Source: an optimization exercise on an open RTL-to-GDS flow (aim: small area and a short achievable clock period). Production flows keep margins and buffers that such runs may drop. In this exercise RTL edits were held to simulation tests only and were not proved equivalent to the original. The clock port is modelled as an ideal driver, which makes a skipped or thinned clock tree look cheaper than it is; a real chip needs a root buffer or a tree. Power is estimated from default activity; no workload was simulated.

==> flow/design.v <==
module lightpipe_recv(
    input mclk,
    input rst,
    input adat,
    output reg wclk,
    output reg [23:0] word0,
    output reg [23:0] word1,
    output reg [23:0] word2,
    output reg [23:0] word3,
    output reg [23:0] word4,
    output reg [23:0] word5,
    output reg [23:0] word6,
    output reg [23:0] word7,
    output reg [3:0] user
);
reg reset_d, reset_dd;
reg in_d, in_dd, in_ddd, in_dddd;
reg [5:0] accum;
reg dbit;
wire transition = in_dddd ^ in_ddd;
wire strobe = accum[1] & accum[0];
always @(posedge mclk) begin
    reset_d <= ~rst;
    reset_dd <= reset_d;
end
always @(posedge mclk)
    if (reset_dd) {in_d, in_dd, in_ddd, in_dddd} <= 4'b0;
    else {in_d, in_dd, in_ddd, in_dddd} <= {adat, in_d, in_dd, in_ddd};
always @(posedge mclk)
    if (reset_dd || transition) accum <= 6'd0;
    else accum <= accum + 6'd1;
always @(posedge mclk)
    if (reset_dd) dbit <= 1'b0;
    else if (transition) dbit <= 1'b1;
    else if (accum == 6'd4) dbit <= 1'b0;
reg [7:0] framebit;
reg nloss_d;
reg [29:1] sr;
wire stb_next = ~reset_dd & ~transition & accum[1] & ~accum[0];
wire loss_s = accum[5];
wire resync = strobe & ~loss_s & ~nloss_d;
wire [23:0] oword = {sr[29:26], sr[24:21], sr[19:16], sr[14:11], sr[9:6], sr[4:1]};
always @(posedge mclk)
    if (!rst) nloss_d <= 1'b1;
    else if (strobe) nloss_d <= ~loss_s;
always @(posedge mclk)
    if (!rst) framebit <= 8'd0;
    else if (resync) framebit <= 8'd252;
    else if (strobe) framebit <= framebit + 8'd1;
reg at0, at128;
reg [7:0] ldw;
wire ld_next = rst & stb_next & (loss_s | nloss_d);
always @(posedge mclk) begin
    at0 <= stb_next & (~rst | (framebit == 8'd0));
    at128 <= rst & stb_next & (framebit == 8'd128);
    ldw[0] <= ld_next & (framebit == 8'd30);
    ldw[1] <= ld_next & (framebit == 8'd60);
    ldw[2] <= ld_next & (framebit == 8'd90);
    ldw[3] <= ld_next & (framebit == 8'd120);
    ldw[4] <= ld_next & (framebit == 8'd150);
    ldw[5] <= ld_next & (framebit == 8'd180);
    ldw[6] <= ld_next & (framebit == 8'd210);
    ldw[7] <= ld_next & (framebit == 8'd240);
end
wire ls = strobe & rst;
wire hs = ~strobe & rst;
wire [29:1] sr_d;
ao22 #(29) u_sr (.a({29{ls}}), .b({dbit, sr[29:2]}), .c({29{hs}}), .d(sr), .y(sr_d));
always @(posedge mclk) sr <= sr_d;
wire lu = at0 & rst;
wire hu = ~at0 & rst;
wire [3:0] user_d;
ao22 #(4) u_user (.a({4{lu}}), .b(sr[29:26]), .c({4{hu}}), .d(user), .y(user_d));
always @(posedge mclk) user <= user_d;
always @(posedge mclk)
    if (!rst) wclk <= 1'b0;
    else if (at0) wclk <= 1'b1;
    else if (at128) wclk <= 1'b0;
wire [7:0] L = ldw & {8{rst}};           
wire [7:0] L1 = ldw | {8{~rst}};         
wire [7:0] H = ~ldw & {8{rst}};          
wire [23:0] o1 = {oword[23:8], oword[7:0] | {8{~rst}}};
wire [23:0] d0, d1, d2, d3, d4, d5, d6, d7;
ao22 #(24) u_w0 (.a({24{L[0]}}), .b(oword), .c({24{H[0]}}), .d(word0), .y(d0));
ao22 #(24) u_w1 (.a({{16{L[1]}}, {8{L1[1]}}}), .b(o1), .c({24{H[1]}}), .d(word1), .y(d1));
ao22 #(24) u_w2 (.a({24{L[2]}}), .b(oword), .c({24{H[2]}}), .d(word2), .y(d2));
ao22 #(24) u_w3 (.a({{16{L[3]}}, {8{L1[3]}}}), .b(o1), .c({24{H[3]}}), .d(word3), .y(d3));
ao22 #(24) u_w4 (.a({24{L[4]}}), .b(oword), .c({24{H[4]}}), .d(word4), .y(d4));
ao22 #(24) u_w5 (.a({{16{L[5]}}, {8{L1[5]}}}), .b(o1), .c({24{H[5]}}), .d(word5), .y(d5));
ao22 #(24) u_w6 (.a({24{L[6]}}), .b(oword), .c({24{H[6]}}), .d(word6), .y(d6));
ao22 #(24) u_w7 (.a({{16{L[7]}}, {8{L1[7]}}}), .b(o1), .c({24{H[7]}}), .d(word7), .y(d7));
always @(posedge mclk) begin
    word0 <= d0; word1 <= d1; word2 <= d2; word3 <= d3;
    word4 <= d4; word5 <= d5; word6 <= d6; word7 <= d7;
end
endmodule
module ao22 #(parameter W = 1) (
    input [W-1:0] a,
    input [W-1:0] b,
    input [W-1:0] c,
    input [W-1:0] d,
    output [W-1:0] y
);
assign y = (a & b) | (c & d);
endmodule
==> flow/config.mk <==
export PLATFORM = sky130hd
export DESIGN_NAME = lightpipe_recv
export DESIGN_NICKNAME = lightpipe_recv
export VERILOG_FILES = /design/flow/design.v
export SDC_FILE = /design/flow/constraint.sdc
export NUM_CORES = 4
export LEC_CHECK = 0
export CAP_MARGIN = 20
export CORE_MARGIN = 2
export CORE_UTILIZATION = 55
export PLACE_DENSITY = 0.7
export SETUP_SLACK_MARGIN = 1.55
export SLEW_MARGIN = 20
export SYNTH_HIERARCHICAL = 1
==> flow/constraint.sdc <==
create_clock -name core_clock -period 3.0 [get_ports {mclk}]
set_input_delay 0.6000 -clock core_clock [delete_from_list [all_inputs] [get_ports {mclk}]]
set_output_delay 0.6000 -clock core_clock [all_outputs]
set_load 0.01 [all_outputs]
standard.sh (not shown) runs the stock make flow with config.mk's settings and CLKGATE_MAP_FILE= SYNTH_SCRIPT=/design/flow/synth_recipe.tcl, a recipe that flattens the netlist after the stock synthesis.
==> flow/flow/run.sh <==
#!/bin/bash
# Standard synthesis and layout (standard.sh), except: the ports are buffered
# by the smallest buffer, the reset port buffer and the drivers of the
# high-fanout select nets start strong (flow/presize.tcl), and the clock tree
# is a two-level tree built by flow/cts.tcl (settings in flow/cts.env).
set -euo pipefail
HERE=$(pwd)
export BUFFER_PORTS_ARGS="-buffer_cell sky130_fd_sc_hd__buf_1"
export POST_GLOBAL_PLACE_TCL=$HERE/flow/presize.tcl
export PRE_CTS_TCL=$HERE/flow/cts.tcl
export CLOCK_PORT=mclk
source $HERE/flow/cts.env
bash standard.sh > make.log 2>&1
==> flow/flow/cts.env <==
export ROOT_BUF=sky130_fd_sc_hd__inv_16
export LEAF_BUF=sky130_fd_sc_hd__inv_16
export ROOT_COUNT=4
export LEAF_SINKS=26
export PRESIZE_FANOUT=10
==> flow/flow/cts.tcl <==
# Clock tree built here in place of TritonCTS: the clock port drives a few
# root buffers (or inverters), each of which drives leaf buffers (or
# inverters), one per cluster of flip-flops (k-means on their placed
# positions). With inverters at both levels the clock keeps its polarity. Sourced by ORFS's cts.tcl
# as PRE_CTS_TCL; it then does what the rest of cts.tcl does and writes the
# CTS results itself.

proc kmeans {pts k} {
  # pts: list of {x y}; returns list of cluster index per point
  set n [llength $pts]
  set sorted [lsort -real -index 0 [lmap p $pts {set p}]]
  set cx {}; set cy {}
  for {set i 0} {$i < $k} {incr i} {
    set s [lindex $sorted [expr {int(($i + 0.5) * $n / $k)}]]
    lappend cx [lindex $s 0]; lappend cy [lindex $s 1]
  }
  for {set iter 0} {$iter < 60} {incr iter} {
    set assign {}
    foreach p $pts {
      set best 0; set bd 1e30
      for {set i 0} {$i < $k} {incr i} {
        set d [expr {abs([lindex $p 0] - [lindex $cx $i]) + abs([lindex $p 1] - [lindex $cy $i])}]
        if {$d < $bd} { set bd $d; set best $i }
      }
      lappend assign $best
    }
    set sx [lrepeat $k 0.0]; set sy [lrepeat $k 0.0]; set sc [lrepeat $k 0]
    foreach p $pts a $assign {
      lset sx $a [expr {[lindex $sx $a] + [lindex $p 0]}]
      lset sy $a [expr {[lindex $sy $a] + [lindex $p 1]}]
      lset sc $a [expr {[lindex $sc $a] + 1}]
    }
    for {set i 0} {$i < $k} {incr i} {
      if {[lindex $sc $i] > 0} {
        lset cx $i [expr {[lindex $sx $i] / [lindex $sc $i]}]
        lset cy $i [expr {[lindex $sy $i] / [lindex $sc $i]}]
      }
    }
  }
  return [list $assign $cx $cy $sc]
}

set db [ord::get_db]
set block [ord::get_db_block]
set clkport [$block findBTerm $::env(CLOCK_PORT)]
set clknet [$clkport getNet]
set leaf_master [$db findMaster $::env(LEAF_BUF)]
set root_master [$db findMaster $::env(ROOT_BUF)]
set nroot $::env(ROOT_COUNT)
proc out_pin {master} {
  foreach mt [$master getMTerms] {
    if {[$mt getSigType] == "SIGNAL" && [$mt getIoType] == "OUTPUT"} { return [$mt getName] }
  }
}
proc in_pin {master} {
  foreach mt [$master getMTerms] {
    if {[$mt getSigType] == "SIGNAL" && [$mt getIoType] == "INPUT"} { return [$mt getName] }
  }
}
set root_in [in_pin $root_master]; set root_out [out_pin $root_master]
set leaf_in [in_pin $leaf_master]; set leaf_out [out_pin $leaf_master]

set sinks {}; set pts {}
foreach it [$clknet getITerms] {
  set bb [[$it getInst] getBBox]
  lappend sinks $it
  lappend pts [list [expr {([$bb xMin] + [$bb xMax]) / 2.0}] [expr {([$bb yMin] + [$bb yMax]) / 2.0}]]
}
set n [llength $sinks]
set k [expr {int(ceil(double($n) / $::env(LEAF_SINKS)))}]
lassign [kmeans $pts $k] assign cx cy sc
puts "custom cts: $n sinks, $k leaf clusters, sizes $sc"

set leaves {}; set lpts {}
for {set i 0} {$i < $k} {incr i} {
  if {[lindex $sc $i] == 0} { lappend leaves {}; continue }
  lappend leaves $i
  lappend lpts [list [lindex $cx $i] [lindex $cy $i]]
}
lassign [kmeans $lpts $nroot] rassign rcx rcy rsc
puts "custom cts: $nroot root clusters, sizes $rsc"

set rootnets {}
for {set r 0} {$r < $nroot} {incr r} {
  if {[lindex $rsc $r] == 0} { lappend rootnets {}; continue }
  set b [odb::dbInst_create $block $root_master clkbuf_root_$r]
  $b setLocation [expr {int([lindex $rcx $r])}] [expr {int([lindex $rcy $r])}]
  $b setPlacementStatus PLACED
  set net [odb::dbNet_create $block clknet_root_$r]
  $net setSigType CLOCK
  [$b findITerm $root_in] connect $clknet
  [$b findITerm $root_out] connect $net
  lappend rootnets $net
}
set leafnet [dict create]
foreach i $leaves r $rassign {
  set b [odb::dbInst_create $block $leaf_master clkbuf_leaf_$i]
  $b setLocation [expr {int([lindex $cx $i])}] [expr {int([lindex $cy $i])}]
  $b setPlacementStatus PLACED
  set net [odb::dbNet_create $block clknet_leaf_$i]
  $net setSigType CLOCK
  [$b findITerm $leaf_in] connect [lindex $rootnets $r]
  [$b findITerm $leaf_out] connect $net
  dict set leafnet $i $net
}
foreach it $sinks a $assign {
  set inst [$it getInst]
  set dt [$inst isDoNotTouch]
  $inst setDoNotTouch 0
  $it disconnect
  $it connect [dict get $leafnet $a]
  $inst setDoNotTouch $dt
}

set_propagated_clock [all_clocks]
set_placement_padding -global \
  -left $::env(CELL_PAD_IN_SITES_DETAIL_PLACEMENT) \
  -right $::env(CELL_PAD_IN_SITES_DETAIL_PLACEMENT)
detailed_placement
log_cmd estimate_parasitics -placement
report_clock_skew
report_clock_latency

repair_timing_helper
detailed_placement
check_placement -verbose
report_metrics 4 "cts final"
orfs_write_db $::env(RESULTS_DIR)/4_1_cts.odb
orfs_write_sdc $::env(RESULTS_DIR)/4_cts.sdc
exit
==> flow/flow/presize.tcl <==
# Gives the reset input a strong port buffer and the gates that drive many
# register loads a strong drive, so the resizer starts from a sensible tree
# for the high-fanout select nets. Sourced as POST_GLOBAL_PLACE_TCL, after
# the ports are buffered.
set db [ord::get_db]
set block [ord::get_db_block]
proc strong_variant {name} {
  if {[regexp {^(sky130_fd_sc_hd__[a-z0-9]+)_([0-9]+)$} $name -> base drive]} {
    foreach d {4} {
      if {$d > $drive && [[ord::get_db] findMaster ${base}_$d] != "NULL"} { return ${base}_$d }
    }
  }
  return ""
}
set n 0
foreach inst [$block getInsts] {
  set m [$inst getMaster]
  if {[string match "*dfxtp*" [$m getName]]} { continue }
  foreach it [$inst getITerms] {
    if {![$it isOutputSignal]} { continue }
    set net [$it getNet]
    if {$net == "NULL"} { continue }
    set loads [expr {[llength [$net getITerms]] - 1}]
    if {$loads >= $::env(PRESIZE_FANOUT)} {
      set v [strong_variant [$m getName]]
      if {$v != ""} {
        $inst swapMaster [$db findMaster $v]
        incr n
      }
    }
  }
}
set rstnet [[$block findBTerm rst] getNet]
foreach it [$rstnet getITerms] {
  set inst [$it getInst]
  if {[string match "*buf*" [[$inst getMaster] getName]]} {
    $inst swapMaster [$db findMaster sky130_fd_sc_hd__buf_16]
  }
}
puts "presize: upsized $n high-fanout drivers"
Next try:
==> flow/flow/run.sh (replaced) <==
#!/bin/bash
# Standard synthesis and layout (standard.sh), except: the ports are buffered
# by the smallest buffer, and the clock tree is a two-level tree built by
# flow/cts.tcl (settings in flow/cts.env).
set -euo pipefail
HERE=$(pwd)
export BUFFER_PORTS_ARGS="-buffer_cell sky130_fd_sc_hd__buf_1"
export PRE_CTS_TCL=$HERE/flow/cts.tcl
export CLOCK_PORT=mclk
source $HERE/flow/cts.env
bash standard.sh > make.log 2>&1
--- a/flow/flow/cts.env
+++ b/flow/flow/cts.env
@@ -5 +4,0 @@
-export PRESIZE_FANOUT=10
SETUP_SLACK_MARGIN = 1.72   (was 1.55)
removed: flow/flow/presize.tcl
Outcome: Sequential share of layout area falls by 1.3 points; design area goes up by 3.3%; via count falls by 0.44%; die area is unchanged; total power hardly moves; setup slack gets better by 0.15 ns; global-route usage grows by 1.2 points; clock power barely changes.
Next try:
==> flow/flow/cts.env (replaced) <==
export ROOT_BUF=sky130_fd_sc_hd__clkbuf_16
export LEAF_BUF=sky130_fd_sc_hd__clkbuf_16
export ROOT_COUNT=4
export LEAF_SINKS=26
--- a/flow/flow/cts.tcl
+++ b/flow/flow/cts.tcl
@@ -2,3 +2,2 @@
-# root buffers (or inverters), each of which drives leaf buffers (or
-# inverters), one per cluster of flip-flops (k-means on their placed
-# positions). With inverters at both levels the clock keeps its polarity. Sourced by ORFS's cts.tcl
+# root buffers, each of which drives leaf buffers, one per cluster of
+# flip-flops (k-means on their placed positions). Sourced by ORFS's cts.tcl
@@ -50,12 +48,0 @@
-proc out_pin {master} {
-  foreach mt [$master getMTerms] {
-    if {[$mt getSigType] == "SIGNAL" && [$mt getIoType] == "OUTPUT"} { return [$mt getName] }
-  }
-}
-proc in_pin {master} {
-  foreach mt [$master getMTerms] {
-    if {[$mt getSigType] == "SIGNAL" && [$mt getIoType] == "INPUT"} { return [$mt getName] }
-  }
-}
-set root_in [in_pin $root_master]; set root_out [out_pin $root_master]
-set leaf_in [in_pin $leaf_master]; set leaf_out [out_pin $leaf_master]
@@ -91,2 +78,2 @@
-  [$b findITerm $root_in] connect $clknet
-  [$b findITerm $root_out] connect $net
+  [$b findITerm A] connect $clknet
+  [$b findITerm X] connect $net
@@ -102,2 +89,2 @@
-  [$b findITerm $leaf_in] connect [lindex $rootnets $r]
-  [$b findITerm $leaf_out] connect $net
+  [$b findITerm A] connect [lindex $rootnets $r]
+  [$b findITerm X] connect $net
CORE_UTILIZATION = 60   (was 55)
PLACE_DENSITY = 0.72   (was 0.7)
SETUP_SLACK_MARGIN = 1.5   (was 1.72)
Result: Wire length drops by 14%; clock skew went up by 0.013 ns; total power is higher by 1.7%; core utilization fell by 0.18 points; final cell count goes down by 6.1%; global-route usage is lower by 1.3 points.
Next try:
CORE_UTILIZATION = 55   (was 60)
PLACE_DENSITY = 0.7   (was 0.72)
SETUP_SLACK_MARGIN = 1.56   (was 1.5)
After rerunning: The changed run completed without violations. Die area rose by about 9%. Cell area grows by 1.7%. Maximum frequency is lower by 0.97%. Routed wire length drops by 1.1%. Hold slack barely changes.
Next try:
--- a/flow/flow/cts.env
+++ b/flow/flow/cts.env
@@ -4 +4 @@
-export LEAF_SINKS=26
+export LEAF_SINKS=20
--- a/flow/flow/cts.tcl
+++ b/flow/flow/cts.tcl
@@ -94,3 +93,0 @@
-  set inst [$it getInst]
-  set dt [$inst isDoNotTouch]
-  $inst setDoNotTouch 0
@@ -99 +95,0 @@
-  $inst setDoNotTouch $dt
CORE_UTILIZATION = 65   (was 55)
PLACE_DENSITY = 0.75   (was 0.7)
SETUP_SLACK_MARGIN = 1.6   (was 1.56)
Die area drops by 15%. Synthesized cell count is unchanged. Final area climbs by 5.6%. Area after synthesis does not change. Clock skew climbs by 0.0033 ns. Cell count drops by 1.8%. Routed wire length climbs by 9.1%. Power climbs by 4.8%. Worst setup slack improves by 0.051 ns. Utilization climbs by 18 points. Register-to-register slack improves by 0.097 ns.
Next try:
CORE_UTILIZATION = 48   (was 65)
PLACE_DENSITY = 0.65   (was 0.75)
SETUP_SLACK_MARGIN = 1.5   (was 1.6)
Outcome:
- The changed run went through all stages and came out clean
- maximum frequency falls by 3.9%
- worst setup slack got worse by 0.058 ns
- die area rises by 34%
- clock power is about the same
- area after synthesis is unchanged
- wire length falls by 4.6%
- clock skew rises by 0.039 ns
No run of this note takes its clock network from TritonCTS; it comes from the design's own scripts or RTL.

static timing again, ports no longer ideal:
The results above use ideal ports. As a check the final layouts listed here were re-extracted and re-timed, cells and wires unchanged.
Step 1 assumes that a clkbuf_16 drives the clock port and a buf_2 every other input.
Step 2 moves the port delays by t, midway between the first and last clock arrival at a register: inputs arrive t later, outputs are due t later. That takes back most of the time a late clock gives input paths.
Three values: no drivers, after step 1, after step 2; two values: the first two.
| run | t (ns) | slack for setup (ns) | hold WS [ns] | worst setup path at the end | worst register clock-pin slew, ns |
|---|---|---|---|---|---|
| the first run | 0.321 | 1.341 / 1.463 / 1.145 | 0.343 / 0.343 / 0.343 | input to register | 0.11 / 0.11 |
| the second run | 0.316 | 1.487 / 1.525 / 1.314 | 0.335 / 0.335 / 0.335 | input to register | 0.09 / 0.09 |
| the third run | 0.378 | 1.528 / 1.440 / 1.232 | 0.338 / 0.338 / 0.338 | input to register | 0.12 / 0.12 |
| the fourth run | 0.383 | 1.513 / 1.490 / 1.185 | 0.336 / 0.336 / 0.336 | input to register | 0.11 / 0.11 |
| the fifth run | 0.387 | 1.565 / 1.503 / 1.249 | 0.356 / 0.356 / 0.356 | input to register | 0.09 / 0.09 |
| the sixth run | 0.371 | 1.507 / 1.423 / 1.219 | 0.335 / 0.335 / 0.335 | input to register | 0.09 / 0.09 |
After both steps setup and hold are still met in every run listed. The setup slack of the fourth run, which loses most, moves by -0.023 ns with the drivers and by -0.328 ns with both steps.
